This design comes from an exercise in tuning for small area and a short achievable clock period on the open sky130 flow, not from production work.
At most, simulation tests tie the RTL to the original design; equivalence was not proved.
The RTL of run 2 was laid out without a check of its function.
No activity file was given, so power comes from the tool's default toggle rates.

==> design/flow/design.v <==
module movavg(
    input logic clk,
    input logic reset,
    input logic [63:0] din,
    output logic [63:0] dout
);
   logic [63:0] t1, t2, t3;
   logic [63:0] s1, c1, x1, y1, s2, c2;
   logic ao_w1;
   logic ao_w2;
   logic ao_w3;
   logic ao_w4;
   logic ao_w5;
   logic ao_w6;
   logic ao_w7;
   logic ao_w8;
   logic ao_w9;
   logic ao_w10;
   logic ao_w11;
   logic ao_w12;
   logic ao_w13;
   logic ao_w14;
   logic ao_w15;
   logic ao_w16;
   logic ao_w17;
   logic ao_w18;
   logic ao_w19;
   logic ao_w20;
   logic ao_w21;
   logic ao_w22;
   logic ao_w23;
   logic ao_w24;
   logic ao_w25;
   logic ao_w26;
   logic ao_w27;
   logic ao_w28;
   logic ao_w29;
   logic ao_w30;
   logic ao_w31;
   logic ao_w32;
   logic ao_w33;
   logic ao_w34;
   logic ao_w35;
   logic ao_w36;
   logic ao_w37;
   logic ao_w38;
   logic ao_w39;
   logic ao_w40;
   logic ao_w41;
   logic ao_w42;
   logic ao_w43;
   logic ao_w44;
   logic ao_w45;
   logic ao_w46;
   logic ao_w47;
   logic ao_w48;
   logic ao_w49;
   logic ao_w50;
   logic ao_w51;
   logic ao_w52;
   logic ao_w53;
   logic ao_w54;
   logic ao_w55;
   logic ao_w56;
   logic ao_w57;
   logic ao_w58;
   logic ao_w59;
   logic ao_w60;
   logic ao_w61;
   logic ao_w62;
   logic ao_w63;
   logic ao_w64;
   logic ao_w65;
   logic ao_w66;
   logic ao_w67;
   logic ao_w68;
   logic ao_w69;
   logic ao_w70;
   logic ao_w71;
   logic ao_w72;
   logic ao_w73;
   logic ao_w74;
   logic ao_w75;
   logic ao_w76;
   logic ao_w77;
   logic ao_w78;
   logic ao_w79;
   logic ao_w80;
   logic ao_w81;
   logic ao_w82;
   logic ao_w83;
   logic ao_w84;
   logic ao_w85;
   logic ao_w86;
   logic ao_w87;
   logic ao_w88;
   logic ao_w89;
   logic ao_w90;
   logic ao_w91;
   logic ao_w92;
   logic ao_w93;
   logic ao_w94;
   logic ao_w95;
   logic ao_w96;
   logic ao_w97;
   logic ao_w98;
   logic ao_w99;
   logic ao_w100;
   logic ao_w101;
   logic ao_w102;
   logic ao_w103;
   logic ao_w104;
   logic ao_w105;
   logic ao_w106;
   logic ao_w107;
   logic ao_w108;
   logic ao_w109;
   logic ao_w110;
   logic ao_w111;
   logic ao_w112;
   logic ao_w113;
   logic ao_w114;
   logic ao_w115;
   logic ao_w116;
   logic ao_w117;
   logic ao_w118;
   logic ao_w119;
   logic ao_w120;
   logic ao_w121;
   logic ao_w122;
   logic ao_w123;
   logic ao_w124;
   logic ao_w125;
   logic ao_w126;
   logic ao_w127;
   logic ao_w128;
   logic ao_w129;
   logic ao_w130;
   logic ao_w131;
   logic ao_w132;
   logic ao_w133;
   logic ao_w134;
   logic ao_w135;
   logic ao_w136;
   logic ao_w137;
   logic ao_w138;
   logic ao_w139;
   logic ao_w140;
   logic ao_w141;
   logic ao_w142;
   logic ao_w143;
   logic ao_w144;
   logic ao_w145;
   logic ao_w146;
   logic ao_w147;
   logic ao_w148;
   logic ao_w149;
   logic ao_w150;
   logic ao_w151;
   logic ao_w152;
   logic ao_w153;
   logic ao_w154;
   logic ao_w155;
   logic ao_w156;
   logic ao_w157;
   logic ao_w158;
   logic ao_w159;
   logic ao_w160;
   logic ao_w161;
   logic ao_w162;
   logic ao_w163;
   logic ao_w164;
   logic ao_w165;
   logic ao_w166;
   logic ao_w167;
   logic ao_w168;
   logic ao_w169;
   logic ao_w170;
   logic ao_w171;
   logic ao_w172;
   logic ao_w173;
   logic ao_w174;
   logic ao_w175;
   logic ao_w176;
   logic ao_w177;
   logic ao_w178;
   logic ao_w179;
   logic ao_w180;
   logic ao_w181;
   logic ao_w182;
   logic ao_w183;
   logic ao_w184;
   logic ao_w185;
   logic ao_w186;
   logic ao_w187;
   logic ao_w188;
   logic ao_w189;
   logic ao_w190;
   logic ao_w191;
   logic ao_w192;
   logic ao_w193;
   logic ao_w194;
   logic ao_w195;
   logic ao_w196;
   logic ao_w197;
   logic ao_w198;
   logic ao_w199;
   logic ao_w200;
   logic ao_w201;
   logic ao_w202;
   logic ao_w203;
   logic ao_w204;
   logic ao_w205;
   logic ao_w206;
   logic ao_w207;
   logic ao_w208;
   logic ao_w209;
   logic ao_w210;
   logic ao_w211;
   logic ao_w212;
   logic ao_w213;
   logic ao_w214;
   logic ao_w215;
   logic ao_w216;
   logic ao_w217;
   logic ao_w218;
   logic ao_w219;
   logic ao_w220;
   logic ao_w221;
   logic ao_w222;
   logic ao_w223;
   logic ao_w224;
   logic ao_w225;
   logic ao_w226;
   logic ao_w227;
   logic ao_w228;
   logic ao_w229;
   logic ao_w230;
   logic ao_w231;
   logic ao_w232;
   logic ao_w233;
   logic ao_w234;
   logic ao_w235;
   logic ao_w236;
   logic ao_w237;
   logic ao_w238;
   logic ao_w239;
   logic ao_w240;
   logic ao_w241;
   logic ao_w242;
   logic ao_w243;
   logic ao_w244;
   logic ao_w245;
   logic ao_w246;
   logic ao_w247;
   logic ao_w248;
   logic ao_w249;
   logic ao_w250;
   logic ao_w251;
   logic ao_w252;
   logic ao_w253;
   logic ao_w254;
   logic ao_w255;
   logic ao_w256;
   logic ao_w257;
   logic ao_w258;
   logic ao_w259;
   logic ao_w260;
   logic ao_w261;
   logic ao_w262;
   logic ao_w263;
   logic ao_w264;
   logic ao_w265;
   logic ao_w266;
   logic ao_w267;
   logic ao_w268;
   logic ao_w269;
   logic ao_w270;
   logic ao_w271;
   logic ao_w272;
   logic ao_w273;
   logic ao_w274;
   logic ao_w275;
   logic ao_w276;
   logic ao_w277;
   logic ao_w278;
   logic ao_w279;
   logic ao_w280;
   logic ao_w281;
   logic ao_w282;
   logic ao_w283;
   logic ao_w284;
   logic ao_w285;
   logic ao_w286;
   logic ao_w287;
   logic ao_w288;
   logic ao_w289;
   logic ao_w290;
   logic ao_w291;
   logic ao_w292;
   logic ao_w293;
   logic ao_w294;
   logic ao_w295;
   logic ao_w296;
   logic ao_w297;
   logic ao_w298;
   logic ao_w299;
   logic ao_w300;
   logic ao_w301;
   logic ao_w302;
   logic ao_w303;
   logic ao_w304;
   logic ao_w305;
   logic ao_w306;
   logic ao_w307;
   logic ao_w308;
   logic ao_w309;
   logic ao_w310;
   logic ao_w311;
   logic ao_w312;
   logic ao_w313;
   logic ao_w314;
   logic ao_w315;
   logic ao_w316;
   logic ao_w317;
   logic ao_w318;
   logic ao_w319;
   logic ao_w320;
   logic ao_w321;
   logic ao_w322;
   logic ao_w323;
   logic ao_w324;
   logic ao_w325;
   logic ao_w326;
   logic ao_w327;
   logic ao_w328;
   logic ao_w329;
   logic ao_w330;
   logic ao_w331;
   logic ao_w332;
   logic ao_w333;
   logic ao_w334;
   logic ao_w335;
   logic ao_w336;
   logic ao_w337;
   logic ao_w338;
   logic ao_w339;
   logic ao_w340;
   logic ao_w341;
   logic ao_w342;
   logic ao_w343;
   logic ao_w344;
   logic ao_w345;
   logic ao_w346;
   logic ao_w347;
   logic ao_w348;
   logic ao_w349;
   logic ao_w350;
   logic ao_w351;
   logic ao_w352;
   logic ao_w353;
   logic ao_w354;
   logic ao_w355;
   logic ao_w356;
   logic ao_w357;
   logic ao_w358;
   logic ao_w359;
   logic ao_w360;
   logic ao_w361;
   logic ao_w362;
   logic ao_w363;
   logic ao_w364;
   logic ao_w365;
   logic ao_w366;
   logic ao_w367;
   logic ao_w368;
   logic ao_w369;
   logic ao_w370;
   logic ao_w371;
   logic ao_w372;
   logic ao_w373;
   logic ao_w374;
   logic ao_w375;
   logic ao_w376;
   logic ao_w377;
   logic ao_w378;
   logic ao_w379;
   logic ao_w380;
   logic ao_w381;
   logic ao_w382;
   logic ao_w383;
   logic ao_w384;
   logic ao_w385;
   logic ao_w386;
   logic ao_w387;
   logic ao_w388;
   logic ao_w389;
   logic ao_w390;
   logic ao_w391;
   logic ao_w392;
   logic ao_w393;
   logic ao_w394;
   logic ao_w395;
   logic ao_w396;
   logic ao_w397;
   logic ao_w398;
   logic ao_w399;
   logic ao_w400;
   logic ao_w401;
   logic ao_w402;
   logic ao_w403;
   logic ao_w404;
   logic ao_w405;
   logic ao_w406;
   logic ao_w407;
   logic ao_w408;
   logic ao_w409;
   logic ao_w410;
   logic ao_w411;
   logic ao_w412;
   logic ao_w413;
   logic ao_w414;
   logic ao_w415;
   logic ao_w416;
   logic ao_w417;
   logic ao_w418;
   logic ao_w419;
   logic ao_w420;
   logic ao_w421;
   logic ao_w422;
   logic ao_w423;
   logic ao_w424;
   logic ao_w425;
   logic ao_w426;
   logic ao_w427;
   logic ao_w428;
   logic ao_w429;
   logic ao_w430;
   logic ao_w431;
   logic ao_w432;
   logic ao_w433;
   logic ao_w434;
   logic ao_w435;
   logic ao_w436;
   logic ao_w437;
   logic ao_w438;
   logic ao_w439;
   logic ao_w440;
   logic ao_w441;
   logic ao_w442;
   logic ao_w443;
   logic ao_w444;
   logic ao_w445;
   logic ao_w446;
   logic ao_w447;
   logic ao_w448;
   logic ao_w449;
   logic ao_w450;
   logic ao_w451;
   logic ao_w452;
   logic ao_w453;
   logic ao_w454;
   logic ao_w455;
   logic ao_w456;
   logic ao_w457;
   logic ao_w458;
   logic ao_w459;
   logic ao_w460;
   logic ao_w461;
   logic ao_w462;
   logic ao_w463;
   logic ao_w464;
   logic ao_w465;
   logic ao_w466;
   logic ao_w467;
   logic ao_w468;
   logic ao_w469;
   logic ao_w470;
   logic ao_w471;
   logic ao_w472;
   logic ao_w473;
   logic ao_w474;
   logic ao_w475;
   logic ao_w476;
   logic ao_w477;
   logic ao_w478;
   logic ao_w479;
   logic ao_w480;
   logic ao_w481;
   logic ao_w482;
   logic ao_w483;
   logic ao_w484;
   logic ao_w485;
   logic ao_w486;
   logic ao_w487;
   logic ao_w488;
   logic ao_w489;
   logic ao_w490;
   logic ao_w491;
   logic ao_w492;
   logic ao_w493;
   logic ao_w494;
   logic ao_w495;
   logic ao_w496;
   logic ao_w497;
   logic ao_w498;
   logic ao_w499;
   logic ao_w500;
   logic ao_w501;
   logic ao_w502;
   logic ao_w503;
   logic ao_w504;
   logic ao_w505;
   logic ao_w506;
   logic ao_w507;
   logic ao_w508;
   logic ao_w509;
   logic ao_w510;
   logic ao_w511;
   logic ao_w512;
   logic ao_w513;
   logic ao_w514;
   logic ao_w515;
   logic ao_w516;
   logic ao_w517;
   logic ao_w518;
   logic ao_w519;
   logic ao_w520;
   logic ao_w521;
   logic ao_w522;
   logic ao_w523;
   logic ao_w524;
   logic ao_w525;
   logic ao_w526;
   logic ao_w527;
   logic ao_w528;
   logic ao_w529;
   logic ao_w530;
   logic ao_w531;
   logic ao_w532;
   logic ao_w533;
   logic ao_w534;
   logic ao_w535;
   logic ao_w536;
   logic ao_w537;
   logic ao_w538;
   logic ao_w539;
   logic ao_w540;
   logic ao_w541;
   logic ao_w542;
   logic ao_w543;
   logic ao_w544;
   logic ao_w545;
   logic ao_w546;
   logic ao_w547;
   logic ao_w548;
   logic ao_w549;
   logic ao_w550;
   logic ao_w551;
   logic ao_w552;
   logic ao_w553;
   logic ao_w554;
   logic ao_w555;
   logic ao_w556;
   logic ao_w557;
   logic ao_w558;
   logic ao_w559;
   logic ao_w560;
   logic ao_w561;
   logic ao_w562;
   logic ao_w563;
   logic ao_w564;
   logic ao_w565;
   logic ao_w566;
   logic ao_w567;
   logic ao_w568;
   logic ao_w569;
   logic ao_w570;
   logic ao_w571;
   logic ao_w572;
   logic ao_w573;
   logic ao_w574;
   logic ao_w575;
   assign s1 = t1 ^ t2 ^ t3;
   assign c1 = {(t1[62:0] & t2[62:0]) | (t3[62:0] & (t1[62:0] | t2[62:0])), 1'b0};
   assign x1 = s1 ^ c1;
   assign s2 = din ^ x1;
   assign c2 = {x1[62:0] & din[62:0] | ~x1[62:0] & s1[62:0], 1'b0};
   assign ao_w1 = s2[0] & c2[0];
   assign ao_w2 = s2[1] & c2[1];
   assign ao_w3 = s2[2] & c2[2];
   assign ao_w4 = s2[3] & c2[3];
   assign ao_w5 = s2[4] & c2[4];
   assign ao_w6 = s2[5] & c2[5];
   assign ao_w7 = s2[6] & c2[6];
   assign ao_w8 = s2[7] & c2[7];
   assign ao_w9 = s2[8] & c2[8];
   assign ao_w10 = s2[9] & c2[9];
   assign ao_w11 = s2[10] & c2[10];
   assign ao_w12 = s2[11] & c2[11];
   assign ao_w13 = s2[12] & c2[12];
   assign ao_w14 = s2[13] & c2[13];
   assign ao_w15 = s2[14] & c2[14];
   assign ao_w16 = s2[15] & c2[15];
   assign ao_w17 = s2[16] & c2[16];
   assign ao_w18 = s2[17] & c2[17];
   assign ao_w19 = s2[18] & c2[18];
   assign ao_w20 = s2[19] & c2[19];
   assign ao_w21 = s2[20] & c2[20];
   assign ao_w22 = s2[21] & c2[21];
   assign ao_w23 = s2[22] & c2[22];
   assign ao_w24 = s2[23] & c2[23];
   assign ao_w25 = s2[24] & c2[24];
   assign ao_w26 = s2[25] & c2[25];
   assign ao_w27 = s2[26] & c2[26];
   assign ao_w28 = s2[27] & c2[27];
   assign ao_w29 = s2[28] & c2[28];
   assign ao_w30 = s2[29] & c2[29];
   assign ao_w31 = s2[30] & c2[30];
   assign ao_w32 = s2[31] & c2[31];
   assign ao_w33 = s2[32] & c2[32];
   assign ao_w34 = s2[33] & c2[33];
   assign ao_w35 = s2[34] & c2[34];
   assign ao_w36 = s2[35] & c2[35];
   assign ao_w37 = s2[36] & c2[36];
   assign ao_w38 = s2[37] & c2[37];
   assign ao_w39 = s2[38] & c2[38];
   assign ao_w40 = s2[39] & c2[39];
   assign ao_w41 = s2[40] & c2[40];
   assign ao_w42 = s2[41] & c2[41];
   assign ao_w43 = s2[42] & c2[42];
   assign ao_w44 = s2[43] & c2[43];
   assign ao_w45 = s2[44] & c2[44];
   assign ao_w46 = s2[45] & c2[45];
   assign ao_w47 = s2[46] & c2[46];
   assign ao_w48 = s2[47] & c2[47];
   assign ao_w49 = s2[48] & c2[48];
   assign ao_w50 = s2[49] & c2[49];
   assign ao_w51 = s2[50] & c2[50];
   assign ao_w52 = s2[51] & c2[51];
   assign ao_w53 = s2[52] & c2[52];
   assign ao_w54 = s2[53] & c2[53];
   assign ao_w55 = s2[54] & c2[54];
   assign ao_w56 = s2[55] & c2[55];
   assign ao_w57 = s2[56] & c2[56];
   assign ao_w58 = s2[57] & c2[57];
   assign ao_w59 = s2[58] & c2[58];
   assign ao_w60 = s2[59] & c2[59];
   assign ao_w61 = s2[60] & c2[60];
   assign ao_w62 = s2[61] & c2[61];
   assign ao_w63 = s2[62] & c2[62];
   assign ao_w64 = s2[63] & c2[63];
   assign ao_w65 = s2[0] ^ c2[0];
   assign ao_w66 = s2[1] ^ c2[1];
   assign ao_w67 = s2[2] ^ c2[2];
   assign ao_w68 = s2[3] ^ c2[3];
   assign ao_w69 = s2[4] ^ c2[4];
   assign ao_w70 = s2[5] ^ c2[5];
   assign ao_w71 = s2[6] ^ c2[6];
   assign ao_w72 = s2[7] ^ c2[7];
   assign ao_w73 = s2[8] ^ c2[8];
   assign ao_w74 = s2[9] ^ c2[9];
   assign ao_w75 = s2[10] ^ c2[10];
   assign ao_w76 = s2[11] ^ c2[11];
   assign ao_w77 = s2[12] ^ c2[12];
   assign ao_w78 = s2[13] ^ c2[13];
   assign ao_w79 = s2[14] ^ c2[14];
   assign ao_w80 = s2[15] ^ c2[15];
   assign ao_w81 = s2[16] ^ c2[16];
   assign ao_w82 = s2[17] ^ c2[17];
   assign ao_w83 = s2[18] ^ c2[18];
   assign ao_w84 = s2[19] ^ c2[19];
   assign ao_w85 = s2[20] ^ c2[20];
   assign ao_w86 = s2[21] ^ c2[21];
   assign ao_w87 = s2[22] ^ c2[22];
   assign ao_w88 = s2[23] ^ c2[23];
   assign ao_w89 = s2[24] ^ c2[24];
   assign ao_w90 = s2[25] ^ c2[25];
   assign ao_w91 = s2[26] ^ c2[26];
   assign ao_w92 = s2[27] ^ c2[27];
   assign ao_w93 = s2[28] ^ c2[28];
   assign ao_w94 = s2[29] ^ c2[29];
   assign ao_w95 = s2[30] ^ c2[30];
   assign ao_w96 = s2[31] ^ c2[31];
   assign ao_w97 = s2[32] ^ c2[32];
   assign ao_w98 = s2[33] ^ c2[33];
   assign ao_w99 = s2[34] ^ c2[34];
   assign ao_w100 = s2[35] ^ c2[35];
   assign ao_w101 = s2[36] ^ c2[36];
   assign ao_w102 = s2[37] ^ c2[37];
   assign ao_w103 = s2[38] ^ c2[38];
   assign ao_w104 = s2[39] ^ c2[39];
   assign ao_w105 = s2[40] ^ c2[40];
   assign ao_w106 = s2[41] ^ c2[41];
   assign ao_w107 = s2[42] ^ c2[42];
   assign ao_w108 = s2[43] ^ c2[43];
   assign ao_w109 = s2[44] ^ c2[44];
   assign ao_w110 = s2[45] ^ c2[45];
   assign ao_w111 = s2[46] ^ c2[46];
   assign ao_w112 = s2[47] ^ c2[47];
   assign ao_w113 = s2[48] ^ c2[48];
   assign ao_w114 = s2[49] ^ c2[49];
   assign ao_w115 = s2[50] ^ c2[50];
   assign ao_w116 = s2[51] ^ c2[51];
   assign ao_w117 = s2[52] ^ c2[52];
   assign ao_w118 = s2[53] ^ c2[53];
   assign ao_w119 = s2[54] ^ c2[54];
   assign ao_w120 = s2[55] ^ c2[55];
   assign ao_w121 = s2[56] ^ c2[56];
   assign ao_w122 = s2[57] ^ c2[57];
   assign ao_w123 = s2[58] ^ c2[58];
   assign ao_w124 = s2[59] ^ c2[59];
   assign ao_w125 = s2[60] ^ c2[60];
   assign ao_w126 = s2[61] ^ c2[61];
   assign ao_w127 = s2[62] ^ c2[62];
   assign ao_w128 = s2[63] ^ c2[63];
   assign ao_w129 = ao_w2 | (ao_w66 & ao_w1);
   assign ao_w130 = ao_w66 & ao_w65;
   assign ao_w131 = ao_w4 | (ao_w68 & ao_w3);
   assign ao_w132 = ao_w68 & ao_w67;
   assign ao_w133 = ao_w6 | (ao_w70 & ao_w5);
   assign ao_w134 = ao_w70 & ao_w69;
   assign ao_w135 = ao_w8 | (ao_w72 & ao_w7);
   assign ao_w136 = ao_w72 & ao_w71;
   assign ao_w137 = ao_w10 | (ao_w74 & ao_w9);
   assign ao_w138 = ao_w74 & ao_w73;
   assign ao_w139 = ao_w12 | (ao_w76 & ao_w11);
   assign ao_w140 = ao_w76 & ao_w75;
   assign ao_w141 = ao_w14 | (ao_w78 & ao_w13);
   assign ao_w142 = ao_w78 & ao_w77;
   assign ao_w143 = ao_w16 | (ao_w80 & ao_w15);
   assign ao_w144 = ao_w80 & ao_w79;
   assign ao_w145 = ao_w18 | (ao_w82 & ao_w17);
   assign ao_w146 = ao_w82 & ao_w81;
   assign ao_w147 = ao_w20 | (ao_w84 & ao_w19);
   assign ao_w148 = ao_w84 & ao_w83;
   assign ao_w149 = ao_w22 | (ao_w86 & ao_w21);
   assign ao_w150 = ao_w86 & ao_w85;
   assign ao_w151 = ao_w24 | (ao_w88 & ao_w23);
   assign ao_w152 = ao_w88 & ao_w87;
   assign ao_w153 = ao_w26 | (ao_w90 & ao_w25);
   assign ao_w154 = ao_w90 & ao_w89;
   assign ao_w155 = ao_w28 | (ao_w92 & ao_w27);
   assign ao_w156 = ao_w92 & ao_w91;
   assign ao_w157 = ao_w30 | (ao_w94 & ao_w29);
   assign ao_w158 = ao_w94 & ao_w93;
   assign ao_w159 = ao_w32 | (ao_w96 & ao_w31);
   assign ao_w160 = ao_w96 & ao_w95;
   assign ao_w161 = ao_w34 | (ao_w98 & ao_w33);
   assign ao_w162 = ao_w98 & ao_w97;
   assign ao_w163 = ao_w36 | (ao_w100 & ao_w35);
   assign ao_w164 = ao_w100 & ao_w99;
   assign ao_w165 = ao_w38 | (ao_w102 & ao_w37);
   assign ao_w166 = ao_w102 & ao_w101;
   assign ao_w167 = ao_w40 | (ao_w104 & ao_w39);
   assign ao_w168 = ao_w104 & ao_w103;
   assign ao_w169 = ao_w42 | (ao_w106 & ao_w41);
   assign ao_w170 = ao_w106 & ao_w105;
   assign ao_w171 = ao_w44 | (ao_w108 & ao_w43);
   assign ao_w172 = ao_w108 & ao_w107;
   assign ao_w173 = ao_w46 | (ao_w110 & ao_w45);
   assign ao_w174 = ao_w110 & ao_w109;
   assign ao_w175 = ao_w48 | (ao_w112 & ao_w47);
   assign ao_w176 = ao_w112 & ao_w111;
   assign ao_w177 = ao_w50 | (ao_w114 & ao_w49);
   assign ao_w178 = ao_w114 & ao_w113;
   assign ao_w179 = ao_w52 | (ao_w116 & ao_w51);
   assign ao_w180 = ao_w116 & ao_w115;
   assign ao_w181 = ao_w54 | (ao_w118 & ao_w53);
   assign ao_w182 = ao_w118 & ao_w117;
   assign ao_w183 = ao_w56 | (ao_w120 & ao_w55);
   assign ao_w184 = ao_w120 & ao_w119;
   assign ao_w185 = ao_w58 | (ao_w122 & ao_w57);
   assign ao_w186 = ao_w122 & ao_w121;
   assign ao_w187 = ao_w60 | (ao_w124 & ao_w59);
   assign ao_w188 = ao_w124 & ao_w123;
   assign ao_w189 = ao_w62 | (ao_w126 & ao_w61);
   assign ao_w190 = ao_w126 & ao_w125;
   assign ao_w191 = ao_w64 | (ao_w128 & ao_w63);
   assign ao_w192 = ao_w128 & ao_w127;
   assign ao_w193 = ao_w3 | (ao_w67 & ao_w129);
   assign ao_w194 = ao_w67 & ao_w130;
   assign ao_w195 = ao_w131 | (ao_w132 & ao_w129);
   assign ao_w196 = ao_w132 & ao_w130;
   assign ao_w197 = ao_w7 | (ao_w71 & ao_w133);
   assign ao_w198 = ao_w71 & ao_w134;
   assign ao_w199 = ao_w135 | (ao_w136 & ao_w133);
   assign ao_w200 = ao_w136 & ao_w134;
   assign ao_w201 = ao_w11 | (ao_w75 & ao_w137);
   assign ao_w202 = ao_w75 & ao_w138;
   assign ao_w203 = ao_w139 | (ao_w140 & ao_w137);
   assign ao_w204 = ao_w140 & ao_w138;
   assign ao_w205 = ao_w15 | (ao_w79 & ao_w141);
   assign ao_w206 = ao_w79 & ao_w142;
   assign ao_w207 = ao_w143 | (ao_w144 & ao_w141);
   assign ao_w208 = ao_w144 & ao_w142;
   assign ao_w209 = ao_w19 | (ao_w83 & ao_w145);
   assign ao_w210 = ao_w83 & ao_w146;
   assign ao_w211 = ao_w147 | (ao_w148 & ao_w145);
   assign ao_w212 = ao_w148 & ao_w146;
   assign ao_w213 = ao_w23 | (ao_w87 & ao_w149);
   assign ao_w214 = ao_w87 & ao_w150;
   assign ao_w215 = ao_w151 | (ao_w152 & ao_w149);
   assign ao_w216 = ao_w152 & ao_w150;
   assign ao_w217 = ao_w27 | (ao_w91 & ao_w153);
   assign ao_w218 = ao_w91 & ao_w154;
   assign ao_w219 = ao_w155 | (ao_w156 & ao_w153);
   assign ao_w220 = ao_w156 & ao_w154;
   assign ao_w221 = ao_w31 | (ao_w95 & ao_w157);
   assign ao_w222 = ao_w95 & ao_w158;
   assign ao_w223 = ao_w159 | (ao_w160 & ao_w157);
   assign ao_w224 = ao_w160 & ao_w158;
   assign ao_w225 = ao_w35 | (ao_w99 & ao_w161);
   assign ao_w226 = ao_w99 & ao_w162;
   assign ao_w227 = ao_w163 | (ao_w164 & ao_w161);
   assign ao_w228 = ao_w164 & ao_w162;
   assign ao_w229 = ao_w39 | (ao_w103 & ao_w165);
   assign ao_w230 = ao_w103 & ao_w166;
   assign ao_w231 = ao_w167 | (ao_w168 & ao_w165);
   assign ao_w232 = ao_w168 & ao_w166;
   assign ao_w233 = ao_w43 | (ao_w107 & ao_w169);
   assign ao_w234 = ao_w107 & ao_w170;
   assign ao_w235 = ao_w171 | (ao_w172 & ao_w169);
   assign ao_w236 = ao_w172 & ao_w170;
   assign ao_w237 = ao_w47 | (ao_w111 & ao_w173);
   assign ao_w238 = ao_w111 & ao_w174;
   assign ao_w239 = ao_w175 | (ao_w176 & ao_w173);
   assign ao_w240 = ao_w176 & ao_w174;
   assign ao_w241 = ao_w51 | (ao_w115 & ao_w177);
   assign ao_w242 = ao_w115 & ao_w178;
   assign ao_w243 = ao_w179 | (ao_w180 & ao_w177);
   assign ao_w244 = ao_w180 & ao_w178;
   assign ao_w245 = ao_w55 | (ao_w119 & ao_w181);
   assign ao_w246 = ao_w119 & ao_w182;
   assign ao_w247 = ao_w183 | (ao_w184 & ao_w181);
   assign ao_w248 = ao_w184 & ao_w182;
   assign ao_w249 = ao_w59 | (ao_w123 & ao_w185);
   assign ao_w250 = ao_w123 & ao_w186;
   assign ao_w251 = ao_w187 | (ao_w188 & ao_w185);
   assign ao_w252 = ao_w188 & ao_w186;
   assign ao_w253 = ao_w63 | (ao_w127 & ao_w189);
   assign ao_w254 = ao_w127 & ao_w190;
   assign ao_w255 = ao_w191 | (ao_w192 & ao_w189);
   assign ao_w256 = ao_w192 & ao_w190;
   assign ao_w257 = ao_w5 | (ao_w69 & ao_w195);
   assign ao_w258 = ao_w69 & ao_w196;
   assign ao_w259 = ao_w133 | (ao_w134 & ao_w195);
   assign ao_w260 = ao_w134 & ao_w196;
   assign ao_w261 = ao_w197 | (ao_w198 & ao_w195);
   assign ao_w262 = ao_w198 & ao_w196;
   assign ao_w263 = ao_w199 | (ao_w200 & ao_w195);
   assign ao_w264 = ao_w200 & ao_w196;
   assign ao_w265 = ao_w13 | (ao_w77 & ao_w203);
   assign ao_w266 = ao_w77 & ao_w204;
   assign ao_w267 = ao_w141 | (ao_w142 & ao_w203);
   assign ao_w268 = ao_w142 & ao_w204;
   assign ao_w269 = ao_w205 | (ao_w206 & ao_w203);
   assign ao_w270 = ao_w206 & ao_w204;
   assign ao_w271 = ao_w207 | (ao_w208 & ao_w203);
   assign ao_w272 = ao_w208 & ao_w204;
   assign ao_w273 = ao_w21 | (ao_w85 & ao_w211);
   assign ao_w274 = ao_w85 & ao_w212;
   assign ao_w275 = ao_w149 | (ao_w150 & ao_w211);
   assign ao_w276 = ao_w150 & ao_w212;
   assign ao_w277 = ao_w213 | (ao_w214 & ao_w211);
   assign ao_w278 = ao_w214 & ao_w212;
   assign ao_w279 = ao_w215 | (ao_w216 & ao_w211);
   assign ao_w280 = ao_w216 & ao_w212;
   assign ao_w281 = ao_w29 | (ao_w93 & ao_w219);
   assign ao_w282 = ao_w93 & ao_w220;
   assign ao_w283 = ao_w157 | (ao_w158 & ao_w219);
   assign ao_w284 = ao_w158 & ao_w220;
   assign ao_w285 = ao_w221 | (ao_w222 & ao_w219);
   assign ao_w286 = ao_w222 & ao_w220;
   assign ao_w287 = ao_w223 | (ao_w224 & ao_w219);
   assign ao_w288 = ao_w224 & ao_w220;
   assign ao_w289 = ao_w37 | (ao_w101 & ao_w227);
   assign ao_w290 = ao_w101 & ao_w228;
   assign ao_w291 = ao_w165 | (ao_w166 & ao_w227);
   assign ao_w292 = ao_w166 & ao_w228;
   assign ao_w293 = ao_w229 | (ao_w230 & ao_w227);
   assign ao_w294 = ao_w230 & ao_w228;
   assign ao_w295 = ao_w231 | (ao_w232 & ao_w227);
   assign ao_w296 = ao_w232 & ao_w228;
   assign ao_w297 = ao_w45 | (ao_w109 & ao_w235);
   assign ao_w298 = ao_w109 & ao_w236;
   assign ao_w299 = ao_w173 | (ao_w174 & ao_w235);
   assign ao_w300 = ao_w174 & ao_w236;
   assign ao_w301 = ao_w237 | (ao_w238 & ao_w235);
   assign ao_w302 = ao_w238 & ao_w236;
   assign ao_w303 = ao_w239 | (ao_w240 & ao_w235);
   assign ao_w304 = ao_w240 & ao_w236;
   assign ao_w305 = ao_w53 | (ao_w117 & ao_w243);
   assign ao_w306 = ao_w117 & ao_w244;
   assign ao_w307 = ao_w181 | (ao_w182 & ao_w243);
   assign ao_w308 = ao_w182 & ao_w244;
   assign ao_w309 = ao_w245 | (ao_w246 & ao_w243);
   assign ao_w310 = ao_w246 & ao_w244;
   assign ao_w311 = ao_w247 | (ao_w248 & ao_w243);
   assign ao_w312 = ao_w248 & ao_w244;
   assign ao_w313 = ao_w61 | (ao_w125 & ao_w251);
   assign ao_w314 = ao_w125 & ao_w252;
   assign ao_w315 = ao_w189 | (ao_w190 & ao_w251);
   assign ao_w316 = ao_w190 & ao_w252;
   assign ao_w317 = ao_w253 | (ao_w254 & ao_w251);
   assign ao_w318 = ao_w254 & ao_w252;
   assign ao_w319 = ao_w255 | (ao_w256 & ao_w251);
   assign ao_w320 = ao_w256 & ao_w252;
   assign ao_w321 = ao_w9 | (ao_w73 & ao_w263);
   assign ao_w322 = ao_w73 & ao_w264;
   assign ao_w323 = ao_w137 | (ao_w138 & ao_w263);
   assign ao_w324 = ao_w138 & ao_w264;
   assign ao_w325 = ao_w201 | (ao_w202 & ao_w263);
   assign ao_w326 = ao_w202 & ao_w264;
   assign ao_w327 = ao_w203 | (ao_w204 & ao_w263);
   assign ao_w328 = ao_w204 & ao_w264;
   assign ao_w329 = ao_w265 | (ao_w266 & ao_w263);
   assign ao_w330 = ao_w266 & ao_w264;
   assign ao_w331 = ao_w267 | (ao_w268 & ao_w263);
   assign ao_w332 = ao_w268 & ao_w264;
   assign ao_w333 = ao_w269 | (ao_w270 & ao_w263);
   assign ao_w334 = ao_w270 & ao_w264;
   assign ao_w335 = ao_w271 | (ao_w272 & ao_w263);
   assign ao_w336 = ao_w272 & ao_w264;
   assign ao_w337 = ao_w25 | (ao_w89 & ao_w279);
   assign ao_w338 = ao_w89 & ao_w280;
   assign ao_w339 = ao_w153 | (ao_w154 & ao_w279);
   assign ao_w340 = ao_w154 & ao_w280;
   assign ao_w341 = ao_w217 | (ao_w218 & ao_w279);
   assign ao_w342 = ao_w218 & ao_w280;
   assign ao_w343 = ao_w219 | (ao_w220 & ao_w279);
   assign ao_w344 = ao_w220 & ao_w280;
   assign ao_w345 = ao_w281 | (ao_w282 & ao_w279);
   assign ao_w346 = ao_w282 & ao_w280;
   assign ao_w347 = ao_w283 | (ao_w284 & ao_w279);
   assign ao_w348 = ao_w284 & ao_w280;
   assign ao_w349 = ao_w285 | (ao_w286 & ao_w279);
   assign ao_w350 = ao_w286 & ao_w280;
   assign ao_w351 = ao_w287 | (ao_w288 & ao_w279);
   assign ao_w352 = ao_w288 & ao_w280;
   assign ao_w353 = ao_w41 | (ao_w105 & ao_w295);
   assign ao_w354 = ao_w105 & ao_w296;
   assign ao_w355 = ao_w169 | (ao_w170 & ao_w295);
   assign ao_w356 = ao_w170 & ao_w296;
   assign ao_w357 = ao_w233 | (ao_w234 & ao_w295);
   assign ao_w358 = ao_w234 & ao_w296;
   assign ao_w359 = ao_w235 | (ao_w236 & ao_w295);
   assign ao_w360 = ao_w236 & ao_w296;
   assign ao_w361 = ao_w297 | (ao_w298 & ao_w295);
   assign ao_w362 = ao_w298 & ao_w296;
   assign ao_w363 = ao_w299 | (ao_w300 & ao_w295);
   assign ao_w364 = ao_w300 & ao_w296;
   assign ao_w365 = ao_w301 | (ao_w302 & ao_w295);
   assign ao_w366 = ao_w302 & ao_w296;
   assign ao_w367 = ao_w303 | (ao_w304 & ao_w295);
   assign ao_w368 = ao_w304 & ao_w296;
   assign ao_w369 = ao_w57 | (ao_w121 & ao_w311);
   assign ao_w370 = ao_w121 & ao_w312;
   assign ao_w371 = ao_w185 | (ao_w186 & ao_w311);
   assign ao_w372 = ao_w186 & ao_w312;
   assign ao_w373 = ao_w249 | (ao_w250 & ao_w311);
   assign ao_w374 = ao_w250 & ao_w312;
   assign ao_w375 = ao_w251 | (ao_w252 & ao_w311);
   assign ao_w376 = ao_w252 & ao_w312;
   assign ao_w377 = ao_w313 | (ao_w314 & ao_w311);
   assign ao_w378 = ao_w314 & ao_w312;
   assign ao_w379 = ao_w315 | (ao_w316 & ao_w311);
   assign ao_w380 = ao_w316 & ao_w312;
   assign ao_w381 = ao_w317 | (ao_w318 & ao_w311);
   assign ao_w382 = ao_w318 & ao_w312;
   assign ao_w383 = ao_w319 | (ao_w320 & ao_w311);
   assign ao_w384 = ao_w320 & ao_w312;
   assign ao_w385 = ao_w17 | (ao_w81 & ao_w335);
   assign ao_w386 = ao_w81 & ao_w336;
   assign ao_w387 = ao_w145 | (ao_w146 & ao_w335);
   assign ao_w388 = ao_w146 & ao_w336;
   assign ao_w389 = ao_w209 | (ao_w210 & ao_w335);
   assign ao_w390 = ao_w210 & ao_w336;
   assign ao_w391 = ao_w211 | (ao_w212 & ao_w335);
   assign ao_w392 = ao_w212 & ao_w336;
   assign ao_w393 = ao_w273 | (ao_w274 & ao_w335);
   assign ao_w394 = ao_w274 & ao_w336;
   assign ao_w395 = ao_w275 | (ao_w276 & ao_w335);
   assign ao_w396 = ao_w276 & ao_w336;
   assign ao_w397 = ao_w277 | (ao_w278 & ao_w335);
   assign ao_w398 = ao_w278 & ao_w336;
   assign ao_w399 = ao_w279 | (ao_w280 & ao_w335);
   assign ao_w400 = ao_w280 & ao_w336;
   assign ao_w401 = ao_w337 | (ao_w338 & ao_w335);
   assign ao_w402 = ao_w338 & ao_w336;
   assign ao_w403 = ao_w339 | (ao_w340 & ao_w335);
   assign ao_w404 = ao_w340 & ao_w336;
   assign ao_w405 = ao_w341 | (ao_w342 & ao_w335);
   assign ao_w406 = ao_w342 & ao_w336;
   assign ao_w407 = ao_w343 | (ao_w344 & ao_w335);
   assign ao_w408 = ao_w344 & ao_w336;
   assign ao_w409 = ao_w345 | (ao_w346 & ao_w335);
   assign ao_w410 = ao_w346 & ao_w336;
   assign ao_w411 = ao_w347 | (ao_w348 & ao_w335);
   assign ao_w412 = ao_w348 & ao_w336;
   assign ao_w413 = ao_w349 | (ao_w350 & ao_w335);
   assign ao_w414 = ao_w350 & ao_w336;
   assign ao_w415 = ao_w351 | (ao_w352 & ao_w335);
   assign ao_w416 = ao_w352 & ao_w336;
   assign ao_w417 = ao_w49 | (ao_w113 & ao_w367);
   assign ao_w418 = ao_w113 & ao_w368;
   assign ao_w419 = ao_w177 | (ao_w178 & ao_w367);
   assign ao_w420 = ao_w178 & ao_w368;
   assign ao_w421 = ao_w241 | (ao_w242 & ao_w367);
   assign ao_w422 = ao_w242 & ao_w368;
   assign ao_w423 = ao_w243 | (ao_w244 & ao_w367);
   assign ao_w424 = ao_w244 & ao_w368;
   assign ao_w425 = ao_w305 | (ao_w306 & ao_w367);
   assign ao_w426 = ao_w306 & ao_w368;
   assign ao_w427 = ao_w307 | (ao_w308 & ao_w367);
   assign ao_w428 = ao_w308 & ao_w368;
   assign ao_w429 = ao_w309 | (ao_w310 & ao_w367);
   assign ao_w430 = ao_w310 & ao_w368;
   assign ao_w431 = ao_w311 | (ao_w312 & ao_w367);
   assign ao_w432 = ao_w312 & ao_w368;
   assign ao_w433 = ao_w369 | (ao_w370 & ao_w367);
   assign ao_w434 = ao_w370 & ao_w368;
   assign ao_w435 = ao_w371 | (ao_w372 & ao_w367);
   assign ao_w436 = ao_w372 & ao_w368;
   assign ao_w437 = ao_w373 | (ao_w374 & ao_w367);
   assign ao_w438 = ao_w374 & ao_w368;
   assign ao_w439 = ao_w375 | (ao_w376 & ao_w367);
   assign ao_w440 = ao_w376 & ao_w368;
   assign ao_w441 = ao_w377 | (ao_w378 & ao_w367);
   assign ao_w442 = ao_w378 & ao_w368;
   assign ao_w443 = ao_w379 | (ao_w380 & ao_w367);
   assign ao_w444 = ao_w380 & ao_w368;
   assign ao_w445 = ao_w381 | (ao_w382 & ao_w367);
   assign ao_w446 = ao_w382 & ao_w368;
   assign ao_w447 = ao_w383 | (ao_w384 & ao_w367);
   assign ao_w448 = ao_w384 & ao_w368;
   assign ao_w449 = ao_w33 | (ao_w97 & ao_w415);
   assign ao_w450 = ao_w97 & ao_w416;
   assign ao_w451 = ao_w161 | (ao_w162 & ao_w415);
   assign ao_w452 = ao_w162 & ao_w416;
   assign ao_w453 = ao_w225 | (ao_w226 & ao_w415);
   assign ao_w454 = ao_w226 & ao_w416;
   assign ao_w455 = ao_w227 | (ao_w228 & ao_w415);
   assign ao_w456 = ao_w228 & ao_w416;
   assign ao_w457 = ao_w289 | (ao_w290 & ao_w415);
   assign ao_w458 = ao_w290 & ao_w416;
   assign ao_w459 = ao_w291 | (ao_w292 & ao_w415);
   assign ao_w460 = ao_w292 & ao_w416;
   assign ao_w461 = ao_w293 | (ao_w294 & ao_w415);
   assign ao_w462 = ao_w294 & ao_w416;
   assign ao_w463 = ao_w295 | (ao_w296 & ao_w415);
   assign ao_w464 = ao_w296 & ao_w416;
   assign ao_w465 = ao_w353 | (ao_w354 & ao_w415);
   assign ao_w466 = ao_w354 & ao_w416;
   assign ao_w467 = ao_w355 | (ao_w356 & ao_w415);
   assign ao_w468 = ao_w356 & ao_w416;
   assign ao_w469 = ao_w357 | (ao_w358 & ao_w415);
   assign ao_w470 = ao_w358 & ao_w416;
   assign ao_w471 = ao_w359 | (ao_w360 & ao_w415);
   assign ao_w472 = ao_w360 & ao_w416;
   assign ao_w473 = ao_w361 | (ao_w362 & ao_w415);
   assign ao_w474 = ao_w362 & ao_w416;
   assign ao_w475 = ao_w363 | (ao_w364 & ao_w415);
   assign ao_w476 = ao_w364 & ao_w416;
   assign ao_w477 = ao_w365 | (ao_w366 & ao_w415);
   assign ao_w478 = ao_w366 & ao_w416;
   assign ao_w479 = ao_w367 | (ao_w368 & ao_w415);
   assign ao_w480 = ao_w368 & ao_w416;
   assign ao_w481 = ao_w417 | (ao_w418 & ao_w415);
   assign ao_w482 = ao_w418 & ao_w416;
   assign ao_w483 = ao_w419 | (ao_w420 & ao_w415);
   assign ao_w484 = ao_w420 & ao_w416;
   assign ao_w485 = ao_w421 | (ao_w422 & ao_w415);
   assign ao_w486 = ao_w422 & ao_w416;
   assign ao_w487 = ao_w423 | (ao_w424 & ao_w415);
   assign ao_w488 = ao_w424 & ao_w416;
   assign ao_w489 = ao_w425 | (ao_w426 & ao_w415);
   assign ao_w490 = ao_w426 & ao_w416;
   assign ao_w491 = ao_w427 | (ao_w428 & ao_w415);
   assign ao_w492 = ao_w428 & ao_w416;
   assign ao_w493 = ao_w429 | (ao_w430 & ao_w415);
   assign ao_w494 = ao_w430 & ao_w416;
   assign ao_w495 = ao_w431 | (ao_w432 & ao_w415);
   assign ao_w496 = ao_w432 & ao_w416;
   assign ao_w497 = ao_w433 | (ao_w434 & ao_w415);
   assign ao_w498 = ao_w434 & ao_w416;
   assign ao_w499 = ao_w435 | (ao_w436 & ao_w415);
   assign ao_w500 = ao_w436 & ao_w416;
   assign ao_w501 = ao_w437 | (ao_w438 & ao_w415);
   assign ao_w502 = ao_w438 & ao_w416;
   assign ao_w503 = ao_w439 | (ao_w440 & ao_w415);
   assign ao_w504 = ao_w440 & ao_w416;
   assign ao_w505 = ao_w441 | (ao_w442 & ao_w415);
   assign ao_w506 = ao_w442 & ao_w416;
   assign ao_w507 = ao_w443 | (ao_w444 & ao_w415);
   assign ao_w508 = ao_w444 & ao_w416;
   assign ao_w509 = ao_w445 | (ao_w446 & ao_w415);
   assign ao_w510 = ao_w446 & ao_w416;
   assign ao_w511 = ao_w447 | (ao_w448 & ao_w415);
   assign ao_w512 = ao_w448 & ao_w416;
   assign ao_w513 = ao_w66 ^ ao_w1;
   assign ao_w514 = ao_w67 ^ ao_w129;
   assign ao_w515 = ao_w68 ^ ao_w193;
   assign ao_w516 = ao_w69 ^ ao_w195;
   assign ao_w517 = ao_w70 ^ ao_w257;
   assign ao_w518 = ao_w71 ^ ao_w259;
   assign ao_w519 = ao_w72 ^ ao_w261;
   assign ao_w520 = ao_w73 ^ ao_w263;
   assign ao_w521 = ao_w74 ^ ao_w321;
   assign ao_w522 = ao_w75 ^ ao_w323;
   assign ao_w523 = ao_w76 ^ ao_w325;
   assign ao_w524 = ao_w77 ^ ao_w327;
   assign ao_w525 = ao_w78 ^ ao_w329;
   assign ao_w526 = ao_w79 ^ ao_w331;
   assign ao_w527 = ao_w80 ^ ao_w333;
   assign ao_w528 = ao_w81 ^ ao_w335;
   assign ao_w529 = ao_w82 ^ ao_w385;
   assign ao_w530 = ao_w83 ^ ao_w387;
   assign ao_w531 = ao_w84 ^ ao_w389;
   assign ao_w532 = ao_w85 ^ ao_w391;
   assign ao_w533 = ao_w86 ^ ao_w393;
   assign ao_w534 = ao_w87 ^ ao_w395;
   assign ao_w535 = ao_w88 ^ ao_w397;
   assign ao_w536 = ao_w89 ^ ao_w399;
   assign ao_w537 = ao_w90 ^ ao_w401;
   assign ao_w538 = ao_w91 ^ ao_w403;
   assign ao_w539 = ao_w92 ^ ao_w405;
   assign ao_w540 = ao_w93 ^ ao_w407;
   assign ao_w541 = ao_w94 ^ ao_w409;
   assign ao_w542 = ao_w95 ^ ao_w411;
   assign ao_w543 = ao_w96 ^ ao_w413;
   assign ao_w544 = ao_w97 ^ ao_w415;
   assign ao_w545 = ao_w98 ^ ao_w449;
   assign ao_w546 = ao_w99 ^ ao_w451;
   assign ao_w547 = ao_w100 ^ ao_w453;
   assign ao_w548 = ao_w101 ^ ao_w455;
   assign ao_w549 = ao_w102 ^ ao_w457;
   assign ao_w550 = ao_w103 ^ ao_w459;
   assign ao_w551 = ao_w104 ^ ao_w461;
   assign ao_w552 = ao_w105 ^ ao_w463;
   assign ao_w553 = ao_w106 ^ ao_w465;
   assign ao_w554 = ao_w107 ^ ao_w467;
   assign ao_w555 = ao_w108 ^ ao_w469;
   assign ao_w556 = ao_w109 ^ ao_w471;
   assign ao_w557 = ao_w110 ^ ao_w473;
   assign ao_w558 = ao_w111 ^ ao_w475;
   assign ao_w559 = ao_w112 ^ ao_w477;
   assign ao_w560 = ao_w113 ^ ao_w479;
   assign ao_w561 = ao_w114 ^ ao_w481;
   assign ao_w562 = ao_w115 ^ ao_w483;
   assign ao_w563 = ao_w116 ^ ao_w485;
   assign ao_w564 = ao_w117 ^ ao_w487;
   assign ao_w565 = ao_w118 ^ ao_w489;
   assign ao_w566 = ao_w119 ^ ao_w491;
   assign ao_w567 = ao_w120 ^ ao_w493;
   assign ao_w568 = ao_w121 ^ ao_w495;
   assign ao_w569 = ao_w122 ^ ao_w497;
   assign ao_w570 = ao_w123 ^ ao_w499;
   assign ao_w571 = ao_w124 ^ ao_w501;
   assign ao_w572 = ao_w125 ^ ao_w503;
   assign ao_w573 = ao_w126 ^ ao_w505;
   assign ao_w574 = ao_w127 ^ ao_w507;
   assign ao_w575 = ao_w128 ^ ao_w509;
   assign dout = {ao_w575, ao_w574, ao_w573, ao_w572, ao_w571, ao_w570, ao_w569, ao_w568, ao_w567, ao_w566, ao_w565, ao_w564, ao_w563, ao_w562, ao_w561, ao_w560, ao_w559, ao_w558, ao_w557, ao_w556, ao_w555, ao_w554, ao_w553, ao_w552, ao_w551, ao_w550, ao_w549, ao_w548, ao_w547, ao_w546, ao_w545, ao_w544, ao_w543, ao_w542, ao_w541, ao_w540, ao_w539, ao_w538, ao_w537, ao_w536, ao_w535, ao_w534, ao_w533, ao_w532, ao_w531, ao_w530, ao_w529, ao_w528, ao_w527, ao_w526, ao_w525, ao_w524, ao_w523, ao_w522, ao_w521, ao_w520, ao_w519, ao_w518, ao_w517, ao_w516, ao_w515, ao_w514, ao_w513, ao_w65};
   always_ff @(posedge clk) begin
      if (reset) begin
         t1 <= 64'h0;
         t2 <= 64'h0;
         t3 <= 64'h0;
      end else begin
         t1 <= din;
         t2 <= t1;
         t3 <= t2;
      end
   end
endmodule
==> design/flow/flow/run.sh <==
#!/bin/bash
set -euo pipefail
export BUFFER_PORTS_ARGS="-buffer_cell sky130_fd_sc_hd__buf_2"
python3 flow/mknet.py sk > netlist.v 2> mknet.log
bash standard.sh VERILOG_FILES="$PWD/netlist.v" ADDER_MAP_FILE= finish > standard_make.log 2>&1
==> design/flow/flow/mknet.py <==
#!/usr/bin/env python3
"""Writes the movavg design as a netlist: the registers, their clears and the carry-save
rows as sky130 cells, the carry-propagate adder as plain logic for synthesis to map.

    dout = din + t1 + t2 + t3, with t1, t2, t3 the last three samples.
    (s1, c1) = full adders on t1, t2, t3          (register outputs only)
    x1 = s1 ^ c1, y1 = s1 & c1                     (half adders, still off the din path)
    s2 = din ^ x1, c2 = y1 | (din & x1)            (adds din to the carry-save pair)
    g = s2 & c2, p = s2 ^ c2, then a prefix adder.
usage: mknet.py PREFIX_KIND > netlist.v     (PREFIX_KIND: sk, sp4, sp8, ks, bk)"""
import sys

N = 64
P = "sky130_fd_sc_hd__"
kind = sys.argv[1] if len(sys.argv) > 1 else "sp8"
out = []
wires = []
assigns = []
ncell = [0]


def cell(typ, **pins):
    ncell[0] += 1
    conn = ", ".join(f".{k}({v})" for k, v in pins.items())
    out.append(f"  {P}{typ} hm_{ncell[0]} ({conn});")


def wire(name):
    wires.append(name)
    return name


# registers and their synchronous clears
for i in range(N):
    for r, src in (("t1", f"din[{i}]"), ("t2", f"t1[{i}]"), ("t3", f"t2[{i}]")):
        d = wire(f"d_{r}_{i}")
        cell("nor2b_1", A="reset", B_N=src, Y=d)
        out.append(f"  {P}dfxtp_1 \\{r}[{i}]$_SDFF_PP0_  (.CLK(clk), .D({d}), .Q({r}[{i}]));")

# carry-save rows and generate/propagate
g = ["1'b0"] * N
p = [None] * N
for i in range(N):
    s1 = wire(f"s1_{i}")
    if i < N - 1:
        k1 = wire(f"k1_{i}")
        cell("fa_1", A=f"t1[{i}]", B=f"t2[{i}]", CIN=f"t3[{i}]", SUM=s1, COUT=k1)
    else:
        k1 = wire(f"k1_{i}")
        cell("fa_1", A=f"t1[{i}]", B=f"t2[{i}]", CIN=f"t3[{i}]", SUM=s1, COUT=k1)
    if i == 0:
        x1, y1 = s1, None
    else:
        x1, y1 = wire(f"x1_{i}"), wire(f"y1_{i}")
        cell("ha_1", A=s1, B=f"k1_{i-1}", SUM=x1, COUT=y1)
    s2n = wire(f"s2n_{i}")
    cell("xnor2_1", A=f"din[{i}]", B=x1, Y=s2n)
    if i < N - 1:
        c2n = wire(f"c2n_{i+1}")
        if y1 is None:
            cell("nand2_1", A=f"din[{i}]", B=x1, Y=c2n)
        else:
            cell("a21oi_1", A1=f"din[{i}]", A2=x1, B1=y1, Y=c2n)
    if i == 0:
        p[0] = wire("p_0")
        cell("inv_1", A=s2n, Y=p[0])
    else:
        g[i], p[i] = wire(f"g_{i}"), wire(f"p_{i}")
        cell("nor2_1", A=s2n, B=f"c2n_{i}", Y=g[i])
        cell("xor2_1", A=s2n, B=f"c2n_{i}", X=p[i])

# prefix network (plain logic)
nw = [0]


def w(expr):
    nw[0] += 1
    nm = wire(f"pf_{nw[0]}")
    assigns.append(f"  assign {nm} = {expr};")
    return nm


def comb(Gh, Ph, Gl, Pl, needp=True):
    G = w(f"{Gh} | ({Ph} & {Gl})")
    Pn = w(f"{Ph} & {Pl}") if needp else None
    return G, Pn


G, Pp = list(g), list(p)
if kind in ("sk", "ks", "bk"):
    if kind == "ks":
        d = 1
        while d < N:
            nG, nP = list(G), list(Pp)
            for i in range(d, N):
                nG[i], nP[i] = comb(G[i], Pp[i], G[i - d], Pp[i - d])
            G, Pp = nG, nP
            d *= 2
    elif kind == "sk":
        d = 1
        while d < N:
            nG, nP = list(G), list(Pp)
            for i in range(N):
                if (i // d) % 2 == 1:
                    j = (i // d) * d - 1
                    nG[i], nP[i] = comb(G[i], Pp[i], G[j], Pp[j])
            G, Pp = nG, nP
            d *= 2
    else:
        d = 1
        while d < N:
            for i in range(2 * d - 1, N, 2 * d):
                G[i], Pp[i] = comb(G[i], Pp[i], G[i - d], Pp[i - d])
            d *= 2
        d = N // 4
        while d >= 1:
            for i in range(3 * d - 1, N, 2 * d):
                G[i], _ = comb(G[i], Pp[i], G[i - d], Pp[i - d], False)
            d //= 2
else:
    k = int(kind[2:])
    ng = N // k
    LG, LP = list(g), list(p)
    for gi in range(ng):
        base = gi * k
        d = 1
        while d < k:
            nLG, nLP = list(LG), list(LP)
            for i in range(base, base + k):
                if ((i - base) // d) % 2 == 1:
                    j = base + ((i - base) // d) * d - 1
                    nLG[i], nLP[i] = comb(LG[i], LP[i], LG[j], LP[j])
            LG, LP = nLG, nLP
            d *= 2
    GG = [LG[gi * k + k - 1] for gi in range(ng)]
    GP = [LP[gi * k + k - 1] for gi in range(ng)]
    d = 1
    while d < ng:
        nG, nP = list(GG), list(GP)
        for i in range(ng):
            if (i // d) % 2 == 1:
                j = (i // d) * d - 1
                nG[i], nP[i] = comb(GG[i], GP[i], GG[j], GP[j])
        GG, GP = nG, nP
        d *= 2
    for i in range(N):
        gi = i // k
        G[i] = LG[i] if gi == 0 else w(f"{LG[i]} | ({LP[i]} & {GG[gi - 1]})")

for i in range(N):
    if i == 0:
        assigns.append(f"  assign dout[0] = {p[0]};")
    else:
        assigns.append(f"  assign dout[{i}] = {p[i]} ^ {G[i - 1]};")

print("// Generated by mknet.py " + kind)
print("module movavg(clk, reset, din, dout);")
print("  input clk;\n  input reset;\n  input [63:0] din;\n  output [63:0] dout;")
print("  wire [63:0] t1, t2, t3;")
for x in wires:
    print(f"  wire {x};")
print("\n".join(out))
print("\n".join(assigns))
print("endmodule")
==> design/flow/standard.sh <==
#!/bin/bash
# synth_recipe.tcl (not shown) runs the flow's synth.tcl, then flattens the netlist and writes it again
# the make line also repeats each setting of config.mk as NAME=value (left out here)
make -C /OpenROAD-flow-scripts/flow DESIGN_CONFIG=/design/flow/config.mk WORK_HOME=/design/flow/orfs CLKGATE_MAP_FILE= SYNTH_SCRIPT=/design/flow/synth_recipe.tcl "${@:-finish}"
==> design/flow/config.mk <==
export PLATFORM = sky130hd
export DESIGN_NAME = movavg
export DESIGN_NICKNAME = movavg
export VERILOG_FILES = /design/flow/design.v
export SDC_FILE = /design/flow/constraint.sdc
export NUM_CORES = 4
export LEC_CHECK = 0
export CAP_MARGIN = 20
export CORE_MARGIN = 2
export CORE_UTILIZATION = 65
export CTS_BUF_LIST = sky130_fd_sc_hd__clkbuf_4 sky130_fd_sc_hd__clkbuf_8
export PLACE_DENSITY = 0.75
export SLEW_MARGIN = 20
==> design/flow/constraint.sdc <==
create_clock -name core_clock -period 7.5 [get_ports {clk}]
set_input_delay 1.5000 -clock core_clock [delete_from_list [all_inputs] [get_ports {clk}]]
set_output_delay 1.5000 -clock core_clock [all_outputs]
set_load 0.01 [all_outputs]
==> results.ini, run 1 <==
[critical_path]
slowest_delay_ns = 0.47
slowest_stage = fa_1
crit_family = compound AO/OA/AOI/OAI gates
cp_num_buf_inv = 1
critPathKind = reg -> out
worstPathCellList = fa_1, ha_1, a21oi_1, xor2_1, o21ai_0, nor4b_2, o2111ai_1, a21boi_2, a21oi_2, o21ai_1, a31o_2, a21oi_1, xnor2_1, buf_2
crit_path_end_kind = primary output
cp.arrival_ns = 4.48
crit_fanout = 6
crit_required_ns = 6.00
critical_path.most_common_cell = a21oi_1
startpoint_type = flip-flop

[timing]
slew_headroom_pct = 38.2
fin_crit_sh_pct = 79.8
fin_setup_tns_ns = 0
min_period_ns = 5.98
max_freq_mhz = 167
drv_slew = 0
setup_violations = 0
rsz0062_at_grt = no
hold_viol_final = 0
worst_pin_slew_ns = 0.927
skew_ns = 0.0133

[power_and_ir_drop]
intPower_mw = 1.87
sequentialPowerShare_pct = 37.5
clockPowerShare_pct = 25.5
switching_share_pct = 35.4
power_density_nw_per_um2 = 243
leakage_nw = 5.31
power_frac_comb_pct = 37.0
p_sw_mw = 1.03
ir_drop_mv = 0.174
p_total_mw = 2.90

[floorplan]
initial_utilization_pct = 66.6
ioPinCount = 130
die_h_um = 132
num_rows = 46
core_um2 = 15900
fp.dieW_um = 132
die_area_um2 = 17400

[flow_run]
drv_cap = 0

[placement]
hpwl_um = 14300
dpl-instance-area_um2 = 11500
numPortBuffers = 129
gp_congestion = 0.817

[synth]
synth_warnings = 0
synth_area_leader_cell = dfxtp_1
synth_area_per_cell_um2 = 10.1
syn_nets = 1245
synth_top_area_share_pct = 36.2
synth_edf_count = 0
syn-cell-area_um2 = 10600
async_flop_share_pct = 0
synthTopCellsByArea = dfxtp_1 36%, fa_1 12%, nor2b_1 12%
synthFlopType = dfxtp_1
ys_seq_elements = 192
synthDistinctLibCells = 52
syn_inst = 1052
ys_seq_area_share_pct = 36.2

[detailed_routing]
drtIter0Drc = 264
drc = 0
ant_nets = 0
wl_um = 18500
dr.pass1.iters = 4
via_per_inst = 5.16
num_vias = 7366
wl_per_cell_um = 13.0

[cts]
clockRootBuffer = clkbuf_8
cts_sinks = 192
htreeDepth = 4
cts_setup_buffers = 0
clock_path_buffers = 2
cts.clk_slew.worst_paths_ns = 0.10
cts_resized = 0
hold_buffers = 0
clk_latency_ns = 0.47
cts_tree = yes
cts_buffers = 17

[final_layout]
diodes = 0
final_area_um2 = 12000
nets = 1392
layout-drive-gt1-share_pct = 15.3
area_growth_pct = 12.8

[global_routing]
grt_pass1_wl_um = 32100
track_usage_pct = 22.5
grt_pass1_vias = 7169
antenna_found_initial = 1
grt_max_degree = 100
grt-ovfl-total = 0

[run_status]
outcome = timing/DRC/antenna clean

[worst_hold_path]
hp-class = reg -> reg

==> cells in the final DEF (no fill, tap or decap), types with 6 or more instances in the layout <==
| cell | n |
|---|---|
| ha_1 | 63 |
| and4_1 | 6 |
| fa_1 | 64 |
| buf_2 | 128 |
| nand3_1 | 9 |
| a21o_1 | 7 |
| clkbuf_8 | 18 |
| a21oi_1 | 104 |
| dfxtp_1 | 192 |
| nand2_1 | 31 |
| nor2b_1 | 196 |
| inv_1 | 12 |
| o21ai_0 | 18 |
| xnor2_1 | 98 |
| xor2_1 | 83 |
| nor3_1 | 7 |
| nor2_1 | 97 |
==> flip-flops by register name, indices dropped and copies added (netlist names) <==
name / flops
t1: 64
t2: 64
t3: 64
==> metal layers <==
metal | track usage [%] | wire (µm)
met5 | 0 | 10
met4 | 5.50 | 195
met3 | 5.46 | 724
met2 | 38.4 | 9120
met1 | 28.9 | 8490
==> layout make-up <==
type                       count  area, µm²
clock buffer                  18        248
tap                          216        270
inverter                      12       45.0
fill                        1202       3970
multi-input combinational    846       6710
sequential                   192       3840
timing repair buffer         130        659
clock inverter                14        194
==> cell families after synthesis <==
group	after synthesis	share of synthesized area, %
multiplexers	1	0.0943
AND/OR/NAND/NOR	364	18.7
flip-flops	192	36.2
buffers and inverters	14	0.566
XOR/XNOR	181	14.9
adder cells (fa/ha/maj)	127	19.5
AO/OA/AOI/OAI	173	10.0
==> synthesized netlist by cell type, types with 2 or more instances <==
cell type	n
and3_1	2
nor2_1	97
xor2_1	83
o211ai_2	2
ha_1	63
nand4_1	2
fa_1	64
a21oi_1	104
or2_2	2
nand2b_1	5
o21bai_1	3
nor2b_1	196
o21ai_0	18
buf_4	2
nor4b_2	2
o21a_1	5
o21ai_1	4
a211oi_1	3
nor3_1	7
and4_1	6
inv_1	12
dfxtp_1	192
a211o_1	3
o21ai_2	2
nand2_1	31
a21o_1	7
a21boi_2	2
a21oi_2	2
a31o_2	3
xnor2_1	98
nand3_1	9
==> final timing paths <==
path	start	endpoint	slack [ns]	cells after the start
setup / recovery	t1[2]	dout[43]	1.52	14
hold / removal	t2[47]	t3[47]	0.48	1
setup reg to reg	t1[17]	t2[17]	6.87	1
hold reg to reg	t2[47]	t3[47]	0.48	1
==> power groups by stage <==
stage               sequential [mW]  combinational, mW  clock (mW)
floorplan                      1.11              0.754           0
global placement               1.11               1.06           0
detailed placement             1.11               1.08           0
CTS                            1.09               1.08       0.762
global route                   1.10               1.19       0.801
finish                         1.09               1.07       0.741
==> per-stage QoR <==
stage / cells / setup WS, ns / hold WS (ns) / util (%)
finish: 1428 / 1.52 / 0.483 / 75.1
global route: 1428 / 1.12 / 0.496 / 75.1
CTS: 1428 / 1.44 / 0.484 / 75.1
detailed placement: 1396 / 1.49 / 0.479 / 72.3
global placement: 1396 / 1.64 / 0.470 / 72.3
floorplan: 1052 / 2.19 / 0.465 / -
==> run 2: changes to the inputs <==
--- a/design/flow/design.v
+++ b/design/flow/design.v
@@ -5,7 +5,7 @@
     output logic [63:0] dout
 );
    logic [63:0] t1, t2, t3;
-   logic [63:0] s1, c1, x1, y1, s2, c2;
+   logic [63:0] s1, c1, x1, s2, c2;
    logic ao_w1;
    logic ao_w2;
    logic ao_w3;
==> design/flow/flow/run.sh (replaced) <==
#!/bin/bash
set -euo pipefail
export BUFFER_PORTS_ARGS="-buffer_cell sky130_fd_sc_hd__buf_2"
bash standard.sh > standard_make.log 2>&1
--- a/design/flow/config.mk
+++ b/design/flow/config.mk
@@ -10,4 +10,5 @@
 export CORE_UTILIZATION = 65
 export CTS_BUF_LIST = sky130_fd_sc_hd__clkbuf_4 sky130_fd_sc_hd__clkbuf_8
 export PLACE_DENSITY = 0.75
+export SETUP_SLACK_MARGIN = 1.5
 export SLEW_MARGIN = 20
removed: design/flow/flow/mknet.py
==> results.ini, run 2 <==
[run_status]
outcome = timing/DRC/antenna clean

[detailed_routing]
drc = 0  ; unchanged
wl_per_cell_um = 13.9  ; +7.3%
wl_um = 19300  ; +4.1%
dr.pass1.iters = 4  ; unchanged
ant_nets = 0  ; unchanged
num_vias = 7103  ; -3.6%
drtIter0Drc = 200  ; -24%
via_per_inst = 5.12  ; -0.65%

[critical_path]
crit_fanout = 5  ; -1
crit_required_ns = 6.00  ; about the same
startpoint_type = input pin
r2r_end = t2[46]
crit_path_end_kind = primary output
critPathKind = in -> out
rr_startpoint = t1[46]
critPathLaunch = din[30]
r2r_slack_ns = 6.89  ; +0.02 ns
crit_path_end = dout[58]
reg2reg_depth = 1  ; unchanged
cp.arrival_ns = 4.56  ; +0.08 ns

[synth]
ys_seq_elements = 192  ; unchanged
synth_area_per_cell_um2 = 10.5  ; +3.6%
yosysMostFrequentCell = nor2b_1
syn_inst = 1074  ; +2.1%
synth_warnings = 1  ; +1
synth_edf_count = 0  ; unchanged
synthTopCellsByArea = dfxtp_1 34%, xnor2_1 12%, fa_1 12%
synth_area_leader_cell = dfxtp_1
yosys-top-cells-count = 194 x nor2b_1, 192 x dfxtp_1, 156 x xnor2_1, 68 x fa_1, 64 x buf_4
ys_seq_area_share_pct = 34.2  ; -2.0 points
synthFlopType = dfxtp_1
async_flop_share_pct = 0  ; unchanged
synthDistinctLibCells = 49  ; -5.8%
syn-cell-area_um2 = 11200  ; +5.8%
syn_nets = 1271  ; +2.1%
synth_top_area_share_pct = 34.2  ; -2.0 points

[timing]
fin_crit_sh_pct = 80.9  ; +1.1 points
skew_ns = 0.00992  ; -0.00339 ns
max_freq_mhz = 165  ; -1.3%
timing.hold.ws_ns = 0.466  ; -0.0161 ns
fin_setup_tns_ns = 0  ; unchanged
worst_pin_slew_ns = 0.826  ; -0.101 ns
layout_setup_ws_ns = 1.44  ; -0.0797 ns
drv_slew = 0  ; unchanged
rsz0062_at_grt = yes
setup_violations = 0  ; unchanged
min_period_ns = 6.06  ; +0.0797 ns
hold_viol_final = 0  ; unchanged
slew_headroom_pct = 44.9  ; +6.7 points

[cts]
hold_buffers = 0  ; unchanged
cts_sinks = 192  ; unchanged
clockRootBuffer = clkbuf_8
clk_latency_ns = 0.47  ; about the same
clock_path_buffers = 2  ; unchanged
htreeDepth = 4  ; unchanged
cts_tree = yes
cts.clk_slew.worst_paths_ns = 0.09  ; about the same
cts_buffers = 17  ; unchanged

[final_layout]
nets = 1346  ; -3.3%
layout_commonest_cell = nor2b_1
layout-drive-gt1-share_pct = 21.7  ; +6.4 points
final_cell_mix = 194 x nor2b_1, 192 x dfxtp_1, 152 x xnor2_1
diodes = 0  ; unchanged
fillCellCount = 1273  ; +5.9%
area_growth_pct = 12.6
reg_top3 = t1 x64, t2 x64, t3 x64

[worst_hold_path]
hp-class = reg -> reg

[floorplan]
die_h_um = 135  ; +2.8%
core_um2 = 17100  ; +7.4%
num_rows = 48  ; +4.3%
ioPinCount = 130  ; unchanged
fp.dieW_um = 135  ; +2.8%
die_area_um2 = 18300  ; +5.6%
initial_utilization_pct = 65.6  ; -0.98 points

[global_routing]
antenna_found_initial = 0  ; -1
grt_pass1_wl_um = 32000  ; -0.19%
track_usage_pct = 21.7  ; -0.74 points
grt_pass1_vias = 7173  ; +0.056%
grt_max_degree = 114  ; +14%
grt-ovfl-total = 0  ; unchanged

[placement]
gp_congestion = 0.781  ; -4.4%
place_ws_ns = 1.18  ; -0.309 ns
hpwl_um = 14200  ; -0.38%
numPortBuffers = 129  ; unchanged

[power_and_ir_drop]
ir_drop_mv = 0.145  ; -17%
leakage_nw = 5.26  ; -0.92%
power_density_nw_per_um2 = 232  ; -4.4%

[flow_run]
drv_cap = 0  ; unchanged

[run 2: cell count changes in the layout (fill, tap and decap cells not counted), moves of 43 or more]
cell / before / now
a21oi_1: 104 / 26
xor2_1: 83 / 18
nor2_1: 97 / 33
xnor2_1: 98 / 152
maj3_1: 0 / 43
[run 2: worst min-delay path by stage]
stage	end	cells past startpoint	from	slack, ns
after global placement	t3[61]	2	t2[61]	0.46
final	t3[61]	2	t2[61]	0.47
after detailed placement	t3[61]	2	t2[61]	0.46
after global routing	t3[61]	2	t2[61]	0.49
after floorplan	t3[61]	2	t2[61]	0.45
after CTS	t3[61]	2	t2[61]	0.47
[run 2: stage by stage]
stage                     cell area (µm²)  util [%]  cells  power (mW)
after global routing                12600      73.8   1386        3.13
after CTS                           12200      71.0   1380        2.87
after floorplan                     11200         -   1074        2.06
final                               12600      73.8   1386        2.93
after global placement              11600      67.8   1344        2.14
after detailed placement            11600      67.8   1344        2.15
[run 2: power breakdown]
part	leakage (nW)	switching [mW]	total [mW]	internal [mW]
Clock	0.202	0.358	0.687	0.328
Combinational	3.48	0.606	1.16	0.551
Sequential	1.58	0.0280	1.09	1.06
Total	5.26	0.992	2.93	1.94
[run 2: area by class of cell]
type | instances | area [µm²] | share of cell area (%)
inverters | 32 | 120 | 0.950
multi-input cells | 765 | 7240 | 57.3
flip-flops and latches | 192 | 3840 | 30.4
well taps | 225 | 282 | 2.23
clock buffers | 22 | 290 | 2.30
clock inverters | 9 | 108 | 0.851
repair buffers | 141 | 756 | 5.98
[run 2: layer usage]
| layer | GRT usage [%] | routed length [µm] |
|---|---|---|
| met5 | 0 | 0 |
| met4 | 5.90 | 253 |
| met2 | 37.1 | 9500 |
| met1 | 27.1 | 8720 |
| met3 | 5.99 | 826 |
[run 2: logic make-up (layout without fill, tap and decap cells)]
kind of cell               after synthesis  in the layout  share of synthesized area [%]
adders and majority gates              188            188                           24.2
AOI/OAI and AO/OA                      111            111                           6.91
DFF                                    192            192                           34.2
buffers and inverters                  117            204                           6.05
and+or+nand+nor                        292            292                           15.0
xor gates and xnor gates               174            174                           13.6
[run 2: repair_timing]
action	CTS	global route
cloned	0	0
pin swaps	9	36
buffers inserted	5	6
endpoints found under the setup margin	24	24
gates resized for setup	18	75
[run 2: worst max-delay path, stage by stage]
cell and delay (ns):
buf_8 0.11, xnor2_4 0.14, xnor2_2 0.24, ha_4 0.25, and2_4 0.14, a311o_1 0.31
a221oi_4 0.34, a31oi_4 0.14, o31ai_4 0.26, buf_6 0.16, a211o_1 0.15, nand3_2 0.10
a21o_1 0.23, a21oi_2 0.16, xnor2_1 0.16, buf_2 0.17

Check on run 2: ideal ports give 1.436 ns setup slack; a clkbuf_16 on the clock port and buf_2 on the inputs give 1.398 ns; moving port delays by the midpoint clock arrival (0.500 ns) as well gives 1.398 ns.
